This design comes from an exercise in tuning for small area, a short achievable clock period and few clock cycles per item on the open sky130 flow, not from production work.
Power is estimated from default activity; no workload was simulated.

==> flow/design.v (excerpt) <==
module lc4_processor(input wire         clk,
                     input wire         rst,
                     input wire         gwe,
                     output wire [15:0] o_cur_pc,
                     input wire [15:0]  i_cur_insn_A,
                     input wire [15:0]  i_cur_insn_B,
                     output wire [15:0] o_dmem_addr,
                     input wire [15:0]  i_cur_dmem_data,
                     output wire        o_dmem_we,
                     output wire [15:0] o_dmem_towrite,
                     output wire [ 1:0] test_stall_A,
                     output wire [ 1:0] test_stall_B,
                     output wire [15:0] test_cur_pc_A,
                     output wire [15:0] test_cur_pc_B,
                     output wire [15:0] test_cur_insn_A,
                     output wire [15:0] test_cur_insn_B,
                     output wire        test_regfile_we_A,
                     output wire        test_regfile_we_B,
                     output wire [ 2:0] test_regfile_wsel_A,
                     output wire [ 2:0] test_regfile_wsel_B,
                     output wire [15:0] test_regfile_data_A,
                     output wire [15:0] test_regfile_data_B,
                     output wire        test_nzp_we_A,
                     output wire        test_nzp_we_B,
                     output wire [ 2:0] test_nzp_new_bits_A,
                     output wire [ 2:0] test_nzp_new_bits_B,
                     output wire        test_dmem_we_A,
                     output wire        test_dmem_we_B,
                     output wire [15:0] test_dmem_addr_A,
                     output wire [15:0] test_dmem_addr_B,
                     output wire [15:0] test_dmem_data_A,
                     output wire [15:0] test_dmem_data_B,
                     input  wire [ 7:0] switch_data,
                     output wire [15:0] seven_segment_data,
                     output wire [ 7:0] led_data
                     );
Size in the first run: about 3300 cells after synthesis, roughly 360 flip-flops, ~310 I/O pins, about 0.031 mm2 of cells after synthesis.
export LEC_CHECK = 0
export CAP_MARGIN = 50
export CORE_MARGIN = 2
export CORE_UTILIZATION = 40
export SLEW_MARGIN = 70
export BUFFER_PORTS_ARGS = -buffer_cell sky130_fd_sc_hd__buf_4
create_clock -name core_clock -period 38.0 [get_ports {clk}]
standard.sh (not shown) runs the stock make flow with config.mk's settings and CLKGATE_MAP_FILE= SYNTH_SCRIPT=/design/flow/synth_recipe.tcl, a recipe that flattens the netlist after the stock synthesis.
==> flow/flow/run.sh <==
#!/bin/bash
set -euo pipefail
cat >> config.mk <<'EOC'
export BUFFER_PORTS_ARGS = -buffer_cell sky130_fd_sc_hd__buf_4
EOC
bash standard.sh > flow.log 2>&1
Edit:
--- a/flow/design.v
+++ b/flow/design.v
@@ -73,16 +73,17 @@
                      output wire [15:0] test_dmem_data_B,
                      input  wire [ 7:0] switch_data,
                      output wire [15:0] seven_segment_data,
                      output wire [ 7:0] led_data
                      );
    localparam S   = 2;                        
    localparam NCH = 16 / S;                   
    reg [15:0] pc;                             
+   reg [15:0] pc_o;                           
    reg        d_valid;                        
    reg [15:0] d_insn;                         
    reg        m_valid;                        
    reg [15:0] m_pc, m_insn, m_res, m_sdata;
    reg [15:0] m_addr;                         
    reg        m_rwe, m_nzp_we, m_load, m_store_we;
    reg [2:0]  m_wsel;
    reg        w_stall;                        
@@ -191,22 +192,22 @@
    wire [15:0] dv_r_n  = sk4 ? {4'd0, da[15:4]} : sk8 ? {8'd0, da[15:8]} : dvr[S];
    wire [15:0] dv_aq_n = sk4 ? {da[3:0], 12'd0} : sk8 ? {da[7:0], 8'd0} : dv_aq_step;
    wire [2:0] dv_cnt_n = sk4 ? 3'd6 : sk8 ? 3'd4 : dv_cnt + 3'd1;
    wire [15:0] pc1 = pc;                      
    wire [15:0] d_pc = pc - 16'd1;
    reg [15:0] x_res;
    always @(*) begin
       case (op)
-        4'b0001: x_res = is_mul ? mul_res : is_div ? div_res : sum[15:0];
+        4'b0001: x_res = is_mul ? mul_res : sum[15:0];
         4'b0010: x_res = cmp_res;
         4'b0101: x_res = logic_res;
         4'b0110, 4'b0111: x_res = sum[15:0];
         4'b1001: x_res = imm9;
-        4'b1010: x_res = is_mod ? mod_res : (I[5:4] == 2'b00) ? shl : shr;
+        4'b1010: x_res = (I[5:4] == 2'b00) ? shl : shr;
         4'b1101: x_res = {I[7:0], a[7:0]};
         default: x_res = pc1;    
       endcase
    end
    wire m_nzw = m_valid & m_nzp_we;
    wire [2:0] m_nzp_bits = {m_res[15], m_res == 16'd0, ~m_res[15] & (m_res != 16'd0)};
    wire [2:0] cur_nzp = m_nzw ? m_nzp_bits : (~w_stall & w_nzp_we) ? w_nzp : nzp;
    wire br_taken = op_br & ((I[11:9] & cur_nzp) != 3'b000) & (I[8:0] != 9'd0);
@@ -219,38 +220,40 @@
                      (op_jsr & I[11])          ? {d_pc[15], I[10:0], 4'b0000} :
                      op_trap                   ? {8'h80, I[7:0]} : a;
    wire [15:0] w_data_n = m_load ? i_cur_dmem_data : m_store_we ? m_sdata : m_res;
    wire m_mem = m_load | m_store_we;
    always @(posedge clk) begin
       if (gwe) begin
          if (rst) begin
             pc      <= 16'h8200;
+            pc_o    <= 16'h8200;
             d_valid <= 1'b0;
             m_valid <= 1'b0;
             w_stall <= 1'b1;
             nzp     <= 3'b000;
             dv_cnt  <= 3'd0;
          end else begin
             if (!x_stall) begin
                pc      <= redirect ? tgt : pc + 16'd1;
+               pc_o    <= redirect ? tgt : pc_o + 16'd1;
                d_valid <= ~redirect;
                d_insn  <= i_cur_insn_A;
             end
             if (d_valid & is_divmod & ~lu_stall)
                dv_cnt <= div_stall ? dv_cnt_n : 3'd0;
             m_valid <= d_valid & ~x_stall;
             w_stall <= ~m_valid;
             if (~w_stall & w_nzp_we) nzp <= w_nzp;
          end
          dv_r  <= dv_r_n;
          dv_aq <= dv_aq_n;
          m_pc       <= d_pc;
          m_insn     <= d_insn;
-         m_res      <= x_res;
+         m_res      <= is_divmod ? (is_div ? div_res : mod_res) : x_res;    
          m_addr     <= sum[15:0];
          m_sdata    <= rt_val;
          m_rwe      <= x_rwe;
          m_nzp_we   <= x_nzp_we;
          m_wsel     <= x_wsel;
          m_load     <= op_ldr;
          m_store_we <= op_str & d_valid & ~x_stall & ~rst;
          w_pc     <= m_pc;
@@ -269,17 +272,17 @@
    generate for (g = 0; g < 8; g = g + 1) begin : regs
       always @(posedge clk) begin
          if (gwe) begin
             if (rst) rf[g] <= 16'd0;
             else if (m_valid & m_rwe & (m_wsel == g)) rf[g] <= m_load ? i_cur_dmem_data : m_res;
          end
       end
    end endgenerate
-   assign o_cur_pc       = pc;
+   assign o_cur_pc       = pc_o;
    assign o_dmem_addr    = m_addr;
    assign o_dmem_we      = m_store_we;
    assign o_dmem_towrite = m_sdata;
    assign test_stall_A        = {1'b0, w_stall};
    assign test_cur_pc_A       = w_pc;
    assign test_cur_insn_A     = w_insn;
    assign test_regfile_we_A   = w_rwe;
    assign test_regfile_wsel_A = w_wsel;
Cell count goes up by 1.4%.
Total power goes up by 8.2%.
Combinational power goes up by about 8%.
Cell area goes up by 2.9%.
Flip-flop and latch count goes up by 16.
No functional check of the RTL was part of any run of this note.

-- afterwards: timing with drivers on the ports --
How much do the figures lean on ideal ports? The routed layouts below were timed once more, with nothing changed but the port constraints. Step 1 assumes that a clkbuf_16 drives the clock port and a buf_2 every other input. Step 2 times the ports against the registers' clock, not the clock port: input delays grow and output delays shrink by t, the midpoint of the rising clock arrivals with the driver on. Slacks: ideal ports / drivers / drivers and shift; pairs: ideal ports / drivers.
| run | shift t [ns] | setup WS [ns] | latest minus earliest clock arrival (ns) |
|---|---|---|---|
| the first run | 0.647 | 28.368 / 28.368 / 28.368 | 0.043 / 0.043 |
| the second run | 0.646 | 28.740 / 28.740 / 28.208 | 0.031 / 0.032 |
After both steps setup and hold are still met in every run listed. For the second run, which loses most, drivers alone change the setup slack by 0.000 ns; drivers and shift together by -0.532 ns.
